This design comes from an exercise in tuning for small area and a short achievable clock period on the open sky130 flow, not from production work.
RTL that was checked went through simulation tests only; none was proved equivalent to the original.
The flow treats the clock pin as an ideal source, which a real chip does not have.
Power figures rest on the tool's default switching activity, not on a simulated workload.

## sync_fifo
module sync_fifo
(
input               clk,
input               rst_n,
input               wen,
input   [15:0]      data_in,
output              full,
input               ren,
output  [15:0]      data_out,
output              empty
);
reg  [3:0]  wr_hi, wr_lo;
reg  [15:0] rd_oh;
reg         full_r;
reg         nempty_r;
reg  [15:0] mem [0:15];
reg  [15:0] data_out_r;
assign full     = full_r;
assign empty    = ~nempty_r;
assign data_out = data_out_r;
wire push = wen & ~full_r;
wire pop  = ren & nempty_r;
wire [15:0] wr_oh;
genvar i;
generate
    for (i = 0; i < 16; i = i + 1) begin : sel
        assign wr_oh[i] = wr_hi[i/4] & wr_lo[i%4];
    end
endgenerate
wire [3:0]  wr_lo1 = {wr_lo[2:0], wr_lo[3]};
wire [3:0]  wr_hi1 = {wr_hi[2:0], wr_hi[3]};
wire [15:0] wr_oh1 = {wr_oh[14:0], wr_oh[15]};
wire [15:0] rd_oh1 = {rd_oh[14:0], rd_oh[15]};
wire [3:0]  rd_lo  = rd_oh[3:0] | rd_oh[7:4] | rd_oh[11:8] | rd_oh[15:12];
wire        last_word  = |(rd_oh1 & wr_oh);
wire        last_space = |(wr_oh1 & rd_oh);
always @(posedge clk or negedge rst_n)
begin
    if (!rst_n) begin
        wr_hi    <= 4'd1;
        wr_lo    <= 4'd1;
        rd_oh    <= 16'd1;
        full_r   <= 1'b0;
        nempty_r <= 1'b0;
    end else begin
        if (push & wr_lo[3])
            wr_hi <= wr_hi1;
        if (push)
            wr_lo <= (last_space & ~pop) ? 4'd0 : wr_lo1;
        else if (pop & full_r)
            wr_lo <= rd_lo;
        if (pop)  rd_oh <= rd_oh1;
        if (push)
            nempty_r <= 1'b1;
        else if (pop)
            nempty_r <= ~last_word;
        if (pop)
            full_r <= 1'b0;
        else if (push)
            full_r <= last_space;
    end
end
reg [15:0] rd_word;
integer k;
always @*
begin
    rd_word = 16'd0;
    for (k = 0; k < 16; k = k + 1)
        rd_word = rd_word | (mem[k] & {16{rd_oh[k]}});
end
generate
    for (i = 0; i < 16; i = i + 1) begin : row
        always @(posedge clk)
            if (wr_oh[i])
                mem[i] <= data_in;
    end
endgenerate
always @(posedge clk)
    if (pop)
        data_out_r <= rd_word;
endmodule
Size: about 620 cells after synthesis, ~300 flip-flops, roughly 0.011 mm2 of cells after synthesis.
==> flow/config.mk <==
export PLATFORM = sky130hd
export DESIGN_NAME = sync_fifo
export DESIGN_NICKNAME = sync_fifo
export VERILOG_FILES = /design/flow/design.v
export SDC_FILE = /design/flow/constraint.sdc
export NUM_CORES = 4
export LEC_CHECK = 0
export CAP_MARGIN = 20
export CORE_MARGIN = 2
export CORE_UTILIZATION = 55
export CTS_CLUSTER_DIAMETER = 100
export CTS_CLUSTER_SIZE = 30
export SETUP_SLACK_MARGIN = 1.75
export SLEW_MARGIN = 20
export TNS_END_PERCENT = 5
==> flow/constraint.sdc <==
create_clock -name core_clock -period 3.5 [get_ports {clk}]
set_input_delay 0.7000 -clock core_clock [delete_from_list [all_inputs] [get_ports {clk}]]
set_output_delay 0.7000 -clock core_clock [all_outputs]
set_load 0.01 [all_outputs]
run.sh (not shown) runs the stock make flow with config.mk's settings and CLKGATE_MAP_FILE= SYNTH_SCRIPT=/design/flow/synth_recipe.tcl, a recipe that flattens the netlist after the stock synthesis.
Change:
--- a/flow/config.mk
+++ b/flow/config.mk
@@ -11,3 +11,3 @@
-export CTS_CLUSTER_DIAMETER = 100
-export CTS_CLUSTER_SIZE = 30
-export SETUP_SLACK_MARGIN = 1.75
+export CTS_CLUSTER_DIAMETER = 80
+export CTS_CLUSTER_SIZE = 20
+export SETUP_SLACK_MARGIN = 1.7
@@ -15 +14,0 @@
-export TNS_END_PERCENT = 5
Result: The new run completed with no timing, DRC or antenna violations. Wire length grows slightly. Cell count increases slightly. Utilization goes up by 0.79 points. Die area stays the same. Setup slack gains 0.018 ns. Clock skew rises by 0.0080 ns. Sequential power stays flat. Final area is higher slightly. Synthesized area stays the same.
Change:
--- a/flow/config.mk
+++ b/flow/config.mk
@@ -11,3 +11,3 @@
-export CTS_CLUSTER_DIAMETER = 80
-export CTS_CLUSTER_SIZE = 20
-export SETUP_SLACK_MARGIN = 1.7
+export CTS_CLUSTER_DIAMETER = 100
+export CTS_CLUSTER_SIZE = 30
+export SETUP_SLACK_MARGIN = 1.8
Outcome:
- cell area goes up by 0.58%
- global-route usage grows by 0.45 points
- setup slack gains 0.019 ns
Change:
--- a/flow/config.mk
+++ b/flow/config.mk
@@ -13 +13 @@
-export SETUP_SLACK_MARGIN = 1.8
+export SETUP_SLACK_MARGIN = 1.6
Final cell count fell by a few percent.
Non-clock buffer count is lower by 30.
Setup slack is worse by 0.12 ns.
Clock-buffer cell count goes up by 1.
Global-route usage went down by 0.56 points.
Total power rises slightly.
Clock skew grows by 0.0057 ns.
Fmax went down by a few percent.
First-iteration DRC count decreases slightly.
Change:
--- a/flow/config.mk
+++ b/flow/config.mk
@@ -13 +13 @@
-export SETUP_SLACK_MARGIN = 1.6
+export SETUP_SLACK_MARGIN = 1.7
After rerunning:
- design area increases slightly
- wire length rose slightly
- power hardly moves
- global-route usage is about the same
- non-clock buffer count is higher by 9

* * *

== ember ==
Another version of the RTL of sync_fifo (not shown whole).
For scale: ~580 cells after synthesis.
make LEC_CHECK=0 CAP_MARGIN=20 CORE_MARGIN=2 CORE_UTILIZATION=55 SETUP_SLACK_MARGIN=1.6 SLEW_MARGIN=20 finish   # period 3.5 ns
ember finished all stages; the layout is clean.
What garnet does differently from ember at the input level:
- swapping 1.6 for 2.0 in SETUP_SLACK_MARGIN
--- outcome ---
| part of the total power dissipated in combinational logic | garnet vs ember | 14 points higher |. Taking ember as the reference, in garnet all-layer global routing usage +5.9 points; proportion of cell area occupied by multi-input gates +1.4 points; sequential power -about 5.6%; initial DRC count +156.
For nickel, these inputs were changed with respect to garnet:
- a change of SETUP_SLACK_MARGIN from 2.0 to 2.4
### Flow results
The total power was comparable across nickel and garnet.
From garnet to nickel the numbers moved as follows: switching power total down about 0.8%; post-detailed-route wirelength per cell down 0.47 µm.
Function was not checked in any run of this note: the RTL went through the layout flow alone.

* * *

build 94:
RTL: one of the versions met above, not the one the previous note started from.
For scale: about 620 cells after synthesis, roughly 300 flip-flops, roughly 38 I/O pins, about 11,000 sq um of cells after synthesis.
clock: 3.5 ns
lec_check: 0
cap_margin: 20
core_margin: 2
core_utilization: 55
cts_cluster_diameter: 100
cts_cluster_size: 30
setup_slack_margin: 1.75
slew_margin: 20
standard.sh (not shown) runs the stock make flow with config.mk's settings and CLKGATE_MAP_FILE= SYNTH_SCRIPT=/design/flow/synth_recipe.tcl, a recipe that flattens the netlist after the stock synthesis.
==> flow/flow/run.sh <==
#!/bin/bash
# The standard layout (the standard.sh: standard synthesis, floorplan,
# placement, CTS, routing, finish) with one change, made by a hook at the end
# of the CTS step (post_cts.tcl): the clock tree's upper levels are replaced by
# a few buffers fed straight from the clock port, each driving the nearest leaf
# buffers. Every register still gets its clock through two buffers, with the
# same arrival time for all of them; only the tree's depth shrinks.
set -euo pipefail
here=$(pwd)
export POST_CTS_TCL="$here/flow/post_cts.tcl"
export CLOCK_ROOTS=4
bash standard.sh > "$here/standard.log" 2>&1
==> flow/flow/post_cts.tcl <==
# Sourced by ORFS's cts.tcl (POST_CTS_TCL) after CTS and its timing repair.
# Replaces the clock tree's upper levels by CLOCK_ROOTS buffers fed straight
# from the clock port; each drives the leaf buffers nearest to it (k-means on
# the leaf buffers' positions). Then legalizes and repairs timing again.

proc restructure_clock {K} {
  set block [ord::get_db_block]
  set clknet [[$block findBTerm clk] getNet]
  set leaves {}
  set upper {}
  foreach inst [$block getInsts] {
    set n [$inst getName]
    if {[string match clkbuf_leaf_* $n]} {
      lappend leaves $inst
    } elseif {[string match clkbuf_* $n]} {
      lappend upper $inst
    }
  }
  set n [llength $leaves]
  if {$n < $K || [llength $upper] == 0} {
    puts "restructure_clock: $n leaf buffers, [llength $upper] upper buffers; tree left as it is"
    return
  }
  set pts {}
  foreach l $leaves {
    set b [$l getBBox]
    lappend pts [list [expr {([$b xMin] + [$b xMax]) / 2.0}] [expr {([$b yMin] + [$b yMax]) / 2.0}]]
  }
  # k-means, seeded by the leaves sorted by angle around their centre
  set cx 0.0; set cy 0.0
  foreach p $pts { set cx [expr {$cx + [lindex $p 0]}]; set cy [expr {$cy + [lindex $p 1]}] }
  set cx [expr {$cx / $n}]; set cy [expr {$cy / $n}]
  set ang {}
  foreach p $pts { lappend ang [list [expr {atan2([lindex $p 1] - $cy, [lindex $p 0] - $cx)}] $p] }
  set ang [lsort -real -index 0 $ang]
  set cents {}
  for {set k 0} {$k < $K} {incr k} { lappend cents [lindex [lindex $ang [expr {int(($k + 0.5) * $n / $K)}]] 1] }
  set asg {}
  for {set it 0} {$it < 100} {incr it} {
    set asg {}
    foreach p $pts {
      set best 0; set bd 1e30
      for {set k 0} {$k < $K} {incr k} {
        set c [lindex $cents $k]
        set d [expr {pow([lindex $p 0] - [lindex $c 0], 2) + pow([lindex $p 1] - [lindex $c 1], 2)}]
        if {$d < $bd} { set bd $d; set best $k }
      }
      lappend asg $best
    }
    set new {}
    for {set k 0} {$k < $K} {incr k} {
      set sx 0.0; set sy 0.0; set c 0
      foreach p $pts a $asg {
        if {$a == $k} { set sx [expr {$sx + [lindex $p 0]}]; set sy [expr {$sy + [lindex $p 1]}]; incr c }
      }
      if {$c > 0} { lappend new [list [expr {$sx / $c}] [expr {$sy / $c}]] } else { lappend new [lindex $cents $k] }
    }
    set cents $new
  }
  # every load of an upper-level buffer must be a buffer of the tree or a
  # dummy load; otherwise leave the tree as it is
  foreach u $upper {
    foreach it [[[$u findITerm X] getNet] getITerms] {
      set m [[$it getInst] getName]
      if {[$it getInst] ne $u && ![string match clkbuf_* $m] && ![string match clkload* $m]} {
        puts "restructure_clock: $m hangs on an upper level; tree left as it is"
        return
      }
    }
  }
  foreach u $upper {
    set onet [[$u findITerm X] getNet]
    foreach it [$onet getITerms] {
      set i [$it getInst]
      if {$i eq $u} continue
      if {[string match clkload* [$i getName]]} { odb::dbInst_destroy $i } else { $it disconnect }
    }
    odb::dbInst_destroy $u
    odb::dbNet_destroy $onet
  }
  set master [[ord::get_db] findMaster sky130_fd_sc_hd__clkbuf_16]
  for {set k 0} {$k < $K} {incr k} {
    set cnt 0
    foreach a $asg { if {$a == $k} { incr cnt } }
    if {$cnt == 0} continue
    set b [odb::dbInst_create $block $master clkroot_$k]
    set net [odb::dbNet_create $block clknet_root_$k]
    $net setSigType CLOCK
    [$b findITerm A] connect $clknet
    [$b findITerm X] connect $net
    set c [lindex $cents $k]
    $b setLocation [expr {int([lindex $c 0])}] [expr {int([lindex $c 1])}]
    $b setPlacementStatus PLACED
    foreach l $leaves a $asg { if {$a == $k} { [$l findITerm A] connect $net } }
    puts "restructure_clock: clkroot_$k drives $cnt leaf buffers"
  }
}

restructure_clock $::env(CLOCK_ROOTS)
detailed_placement
estimate_parasitics -placement
report_clock_latency -clock [all_clocks]
repair_timing_helper
detailed_placement
check_placement -verbose
estimate_parasitics -placement
report_clock_latency -clock [all_clocks]
puts "post_cts: setup WNS [worst_slack -max], hold WNS [worst_slack -min]"
Here is what was changed in the inputs of build 2 compared with build 94.
# build 94
export LEC_CHECK = 0
export CAP_MARGIN = 20
export CORE_MARGIN = 2
export CORE_UTILIZATION = 55
export CTS_CLUSTER_DIAMETER = 100
export CTS_CLUSTER_SIZE = 30
export SETUP_SLACK_MARGIN = 1.75
export SLEW_MARGIN = 20
create_clock -name core_clock -period 3.5 [get_ports {clk}]
# build 2
export LEC_CHECK = 0
export CAP_MARGIN = 20
export CORE_MARGIN = 2
export CORE_UTILIZATION = 55
export CTS_CLUSTER_DIAMETER = 100
export CTS_CLUSTER_SIZE = 30
export SETUP_SLACK_MARGIN = 2.0
export SLEW_MARGIN = 20
create_clock -name core_clock -period 3.5 [get_ports {clk}]
==> flow/flow/run.sh <==
#!/bin/bash
# The standard layout (the standard.sh: standard synthesis, floorplan,
# placement, CTS, routing, finish) with one change, made by a hook at the end
# of the CTS step (post_cts.tcl):
# - the clock tree's upper levels are replaced by CLOCK_ROOTS buffers fed
#   straight from the clock port, each driving the nearest leaf buffers, so
#   the registers get their clock through two buffers, all at the same time;
set -euo pipefail
here=$(pwd)
export POST_CTS_TCL="$here/flow/post_cts.tcl"
export CLOCK_ROOTS=3
export EARLY_REGS="rd_oh* wr_hi* wr_lo*"
bash standard.sh > "$here/standard.log" 2>&1
-- flow/flow/post_cts.tcl --
<<< build 94, line 99
>>> build 2, line 99

# Useful skew for the paths between registers: the registers whose names
# match EARLY_REGS (the FIFO pointers, which start the longest register-to-
# register paths and feed no output) get their clock from one buffer fed
# straight from the clock port, so it reaches them one buffer level earlier.
proc early_clock {patterns} {
  set block [ord::get_db_block]
  set clknet [[$block findBTerm clk] getNet]
  set sinks {}
  foreach inst [$block getInsts] {
    set n [$inst getName]
    foreach p $patterns {
      if {[string match $p $n]} {
        set ck [$inst findITerm CLK]
        if {$ck ne "NULL" && $ck ne ""} { lappend sinks $ck }
        break
      }
    }
  }
  if {[llength $sinks] == 0} { puts "early_clock: no registers match"; return }
  set sx 0.0; set sy 0.0
  foreach ck $sinks {
    set b [[$ck getInst] getBBox]
    set sx [expr {$sx + ([$b xMin] + [$b xMax]) / 2.0}]
    set sy [expr {$sy + ([$b yMin] + [$b yMax]) / 2.0}]
  }
  set n [llength $sinks]
  set master [[ord::get_db] findMaster sky130_fd_sc_hd__clkbuf_16]
  set b [odb::dbInst_create $block $master clkearly]
  set net [odb::dbNet_create $block clknet_early]
  $net setSigType CLOCK
  [$b findITerm A] connect $clknet
  [$b findITerm X] connect $net
  $b setLocation [expr {int($sx / $n)}] [expr {int($sy / $n)}]
  $b setPlacementStatus PLACED
  foreach ck $sinks { $ck disconnect; $ck connect $net }
  puts "early_clock: clkearly drives $n registers"
  # leaf buffers left without loads
  foreach inst [$block getInsts] {
    if {[string match clkbuf_leaf_* [$inst getName]]} {
      set onet [[$inst findITerm X] getNet]
      if {[llength [$onet getITerms]] <= 1} {
        [$inst findITerm A] disconnect
        odb::dbInst_destroy $inst
        odb::dbNet_destroy $onet
        puts "early_clock: removed an empty leaf buffer"
      }
    }
  }
}

<<< build 94, line 100
>>> build 2, line 151
if {[info exists ::env(EARLY_REGS)]} { early_clock $::env(EARLY_REGS) }
After detailed routing, build 94 needs less wire than build 2.
In terms of clock network power, build 94 and build 2 differ only marginally.
Sequential power share for build 2 is lower than for build 94.
Wire length of the first global-routing pass grows by more than 10% when moving from build 94 to build 2.
The lower per-cell via count in the routed design came out of build 94.
Between build 2 and build 94, it is build 2 whose share of the core filled with cells in the final layout is higher, by 4.9 points.
Number of nets in the finished design for build 2 is higher than for build 94.
Required time at the worst-slack endpoint: build 2 vs build 94 down 0.64 ns
The following lists how build 52 was set up differently from build 2:
# build 2
export LEC_CHECK = 0
export CAP_MARGIN = 20
export CORE_MARGIN = 2
export CORE_UTILIZATION = 55
export CTS_CLUSTER_DIAMETER = 100
export CTS_CLUSTER_SIZE = 30
export SETUP_SLACK_MARGIN = 2.0
export SLEW_MARGIN = 20
create_clock -name core_clock -period 3.5 [get_ports {clk}]
# build 52
export LEC_CHECK = 0
export CAP_MARGIN = 20
export CORE_MARGIN = 2
export CORE_UTILIZATION = 55
export CTS_CLUSTER_DIAMETER = 100
export CTS_CLUSTER_SIZE = 30
export SETUP_SLACK_MARGIN = 1.8
export SLEW_MARGIN = 20
create_clock -name core_clock -period 3.5 [get_ports {clk}]
Results
Build 52 ended with every stage complete and zero timing, DRC or antenna violations.
Comparing build 2 against build 52, there is no change at all in logic depth of the worst register-to-register path.
On period utilization: between build 2 and build 52, it ends up lower for build 2.
Relative to build 2, cell area decreased by 7.3% in build 52.
Build 52 ends up with a overall global routing resource usage that is 2.7 points lower than in build 2.
Build 52 — worst setup slack 0.034 ns lower, build 2 as reference
Relative to build 2, the net switching power of build 52 is lower by about 1.4%.
Against build 2, build 52 comes in 9.7% lower on static leakage.
Relative to build 52, the following input files were edited for build 73:
# build 52
export LEC_CHECK = 0
export CAP_MARGIN = 20
export CORE_MARGIN = 2
export CORE_UTILIZATION = 55
export CTS_CLUSTER_DIAMETER = 100
export CTS_CLUSTER_SIZE = 30
export SETUP_SLACK_MARGIN = 1.8
export SLEW_MARGIN = 20
create_clock -name core_clock -period 3.5 [get_ports {clk}]
# build 73
export LEC_CHECK = 0
export CAP_MARGIN = 20
export CORE_MARGIN = 2
export CORE_UTILIZATION = 55
export CTS_CLUSTER_DIAMETER = 100
export CTS_CLUSTER_SIZE = 30
export SETUP_SLACK_MARGIN = 1.85
export SLEW_MARGIN = 20
create_clock -name core_clock -period 3.5 [get_ports {clk}]
==> flow/flow/run.sh <==
#!/bin/bash
# The standard layout (the standard.sh: standard synthesis, floorplan,
# placement, CTS, routing, finish) with one change, made by a hook at the end
# of the CTS step (post_cts.tcl): the clock tree's upper levels are replaced by
# a few buffers fed straight from the clock port, each driving the nearest leaf
# buffers. Every register still gets its clock through two buffers, with the
# same arrival time for all of them; only the tree's depth shrinks.
# The port buffers are buf_2 cells (BUFFER_PORTS_ARGS).
set -euo pipefail
here=$(pwd)
export POST_CTS_TCL="$here/flow/post_cts.tcl"
export CLOCK_ROOTS=4
export BUFFER_PORTS_ARGS="-buffer_cell sky130_fd_sc_hd__buf_2"
bash standard.sh > "$here/standard.log" 2>&1
-- flow/flow/post_cts.tcl --
<<< build 52, line 99

# Useful skew for the paths between registers: the registers whose names
# match EARLY_REGS (the FIFO pointers, which start the longest register-to-
# register paths and feed no output) get their clock from one buffer fed
# straight from the clock port, so it reaches them one buffer level earlier.
proc early_clock {patterns} {
  set block [ord::get_db_block]
  set clknet [[$block findBTerm clk] getNet]
  set sinks {}
  foreach inst [$block getInsts] {
    set n [$inst getName]
    foreach p $patterns {
      if {[string match $p $n]} {
        set ck [$inst findITerm CLK]
        if {$ck ne "NULL" && $ck ne ""} { lappend sinks $ck }
        break
      }
    }
  }
  if {[llength $sinks] == 0} { puts "early_clock: no registers match"; return }
  set sx 0.0; set sy 0.0
  foreach ck $sinks {
    set b [[$ck getInst] getBBox]
    set sx [expr {$sx + ([$b xMin] + [$b xMax]) / 2.0}]
    set sy [expr {$sy + ([$b yMin] + [$b yMax]) / 2.0}]
  }
  set n [llength $sinks]
  set master [[ord::get_db] findMaster sky130_fd_sc_hd__clkbuf_16]
  set b [odb::dbInst_create $block $master clkearly]
  set net [odb::dbNet_create $block clknet_early]
  $net setSigType CLOCK
  [$b findITerm A] connect $clknet
  [$b findITerm X] connect $net
  $b setLocation [expr {int($sx / $n)}] [expr {int($sy / $n)}]
  $b setPlacementStatus PLACED
  foreach ck $sinks { $ck disconnect; $ck connect $net }
  puts "early_clock: clkearly drives $n registers"
  # leaf buffers left without loads
  foreach inst [$block getInsts] {
    if {[string match clkbuf_leaf_* [$inst getName]]} {
      set onet [[$inst findITerm X] getNet]
      if {[llength [$onet getITerms]] <= 1} {
        [$inst findITerm A] disconnect
        odb::dbInst_destroy $inst
        odb::dbNet_destroy $onet
        puts "early_clock: removed an empty leaf buffer"
      }
    }
  }
}

>>> build 73, line 99
<<< build 52, line 151
if {[info exists ::env(EARLY_REGS)]} { early_clock $::env(EARLY_REGS) }
>>> build 73, line 100
==> run notes <==
Iteration count of the initial detailed-routing pass, build 73 and build 52: smaller value in build 73. Between build 73 and build 52, the growth of design area from synthesis to finish is higher for build 73. Delta (build 73 minus build 52): routed wire length saw an increase, fmax shows no meaningful change, clock group share of total power now larger, critical path arrival up 0.75 ns.
Relative to build 73, the following input files were edited for build 40:
# build 73
export LEC_CHECK = 0
export CAP_MARGIN = 20
export CORE_MARGIN = 2
export CORE_UTILIZATION = 55
export CTS_CLUSTER_DIAMETER = 100
export CTS_CLUSTER_SIZE = 30
export SETUP_SLACK_MARGIN = 1.85
export SLEW_MARGIN = 20
create_clock -name core_clock -period 3.5 [get_ports {clk}]
# build 40
export LEC_CHECK = 0
export CAP_MARGIN = 20
export CORE_MARGIN = 2
export CORE_UTILIZATION = 55
export CTS_CLUSTER_DIAMETER = 100
export CTS_CLUSTER_SIZE = 30
export SETUP_SLACK_MARGIN = 1.9
export SLEW_MARGIN = 20
create_clock -name core_clock -period 3.5 [get_ports {clk}]
-- flow/flow/run.sh --
<<< build 73, line 8
# The port buffers are buf_2 cells (BUFFER_PORTS_ARGS).
>>> build 40, line 8
<<< build 73, line 13
export BUFFER_PORTS_ARGS="-buffer_cell sky130_fd_sc_hd__buf_2"
>>> build 40, line 12
### Flow results
- Re number of well-tap cells placed: no difference whatsoever between build 40 and build 73.
- Relative to build 73, wire length the detailed router placed on met1 has gone down in build 40.
- Via count of the routed design in build 40 is 82 above build 73.
- Between build 73 and build 40, wire length on met2 increased.

[port drivers added, routing unchanged]
In the flow no input, the clock included, has a driving cell. The finished layouts below were timed again as built, in two steps.
Step 1, drivers: a clkbuf_16 drives clk and a buf_2 each remaining input, both assumed.
Step 2 adds t to the input delays and takes it off the output delays; t is the mean of the earliest and latest rising clock arrival at the registers after step 1. Input paths then give back, and output paths get back, about the clock's delay inside the block.
a / b / c = no drivers / after step 1 / after step 2; a / b = the first two.
| run | t (ns) | setup slack, ns | worst setup path at the end | slew at the worst register clock pin (ns) | worst data-port slew with drivers (ns) |
|---|---|---|---|---|---|
| the first run of note 1 | 0.536 | 1.679 / 1.639 / 1.328 | input to register | 0.11 / 0.11 | 0.05 |
| the second run of note 1 | 0.546 | 1.697 / 1.651 / 1.309 | input to register | 0.08 / 0.08 | 0.06 |
| the third run of note 1 | 0.537 | 1.716 / 1.667 / 1.429 | input to register | 0.11 / 0.11 | 0.05 |
| the fourth run of note 1 | 0.530 | 1.598 / 1.598 / 1.329 | input to register | 0.12 / 0.12 | 0.06 |
| the fifth run of note 1 | 0.531 | 1.696 / 1.652 / 1.316 | input to register | 0.12 / 0.12 | 0.05 |
| ember | 0.584 | 1.609 / 1.579 / 1.077 | input to register | 0.06 / 0.06 | 0.04 |
| garnet | 0.595 | 1.599 / 1.553 / 1.531 | input to register | 0.07 / 0.07 | 0.04 |
| nickel | 0.599 | 1.597 / 1.551 / 1.655 | register to register | 0.07 / 0.07 | 0.03 |
| build 94 | 0.402 | 1.770 / 1.701 / 1.624 | input to register | 0.11 / 0.11 | 0.05 |
| build 2 | 0.346 | 1.884 / 1.789 / 1.757 | input to register | 0.11 / 0.11 | 0.07 |
| build 52 | 0.336 | 1.851 / 1.760 / 1.703 | input to register | 0.11 / 0.11 | 0.05 |
| build 73 | 0.399 | 1.853 / 1.780 / 1.627 | input to register | 0.11 / 0.11 | 0.05 |
| build 40 | 0.402 | 1.851 / 1.798 / 1.618 | input to register | 0.12 / 0.12 | 0.03 |
After both steps every run listed still meets setup and hold. For ember, which loses most, drivers alone change the setup slack by -0.030 ns; drivers and shift together by -0.532 ns.
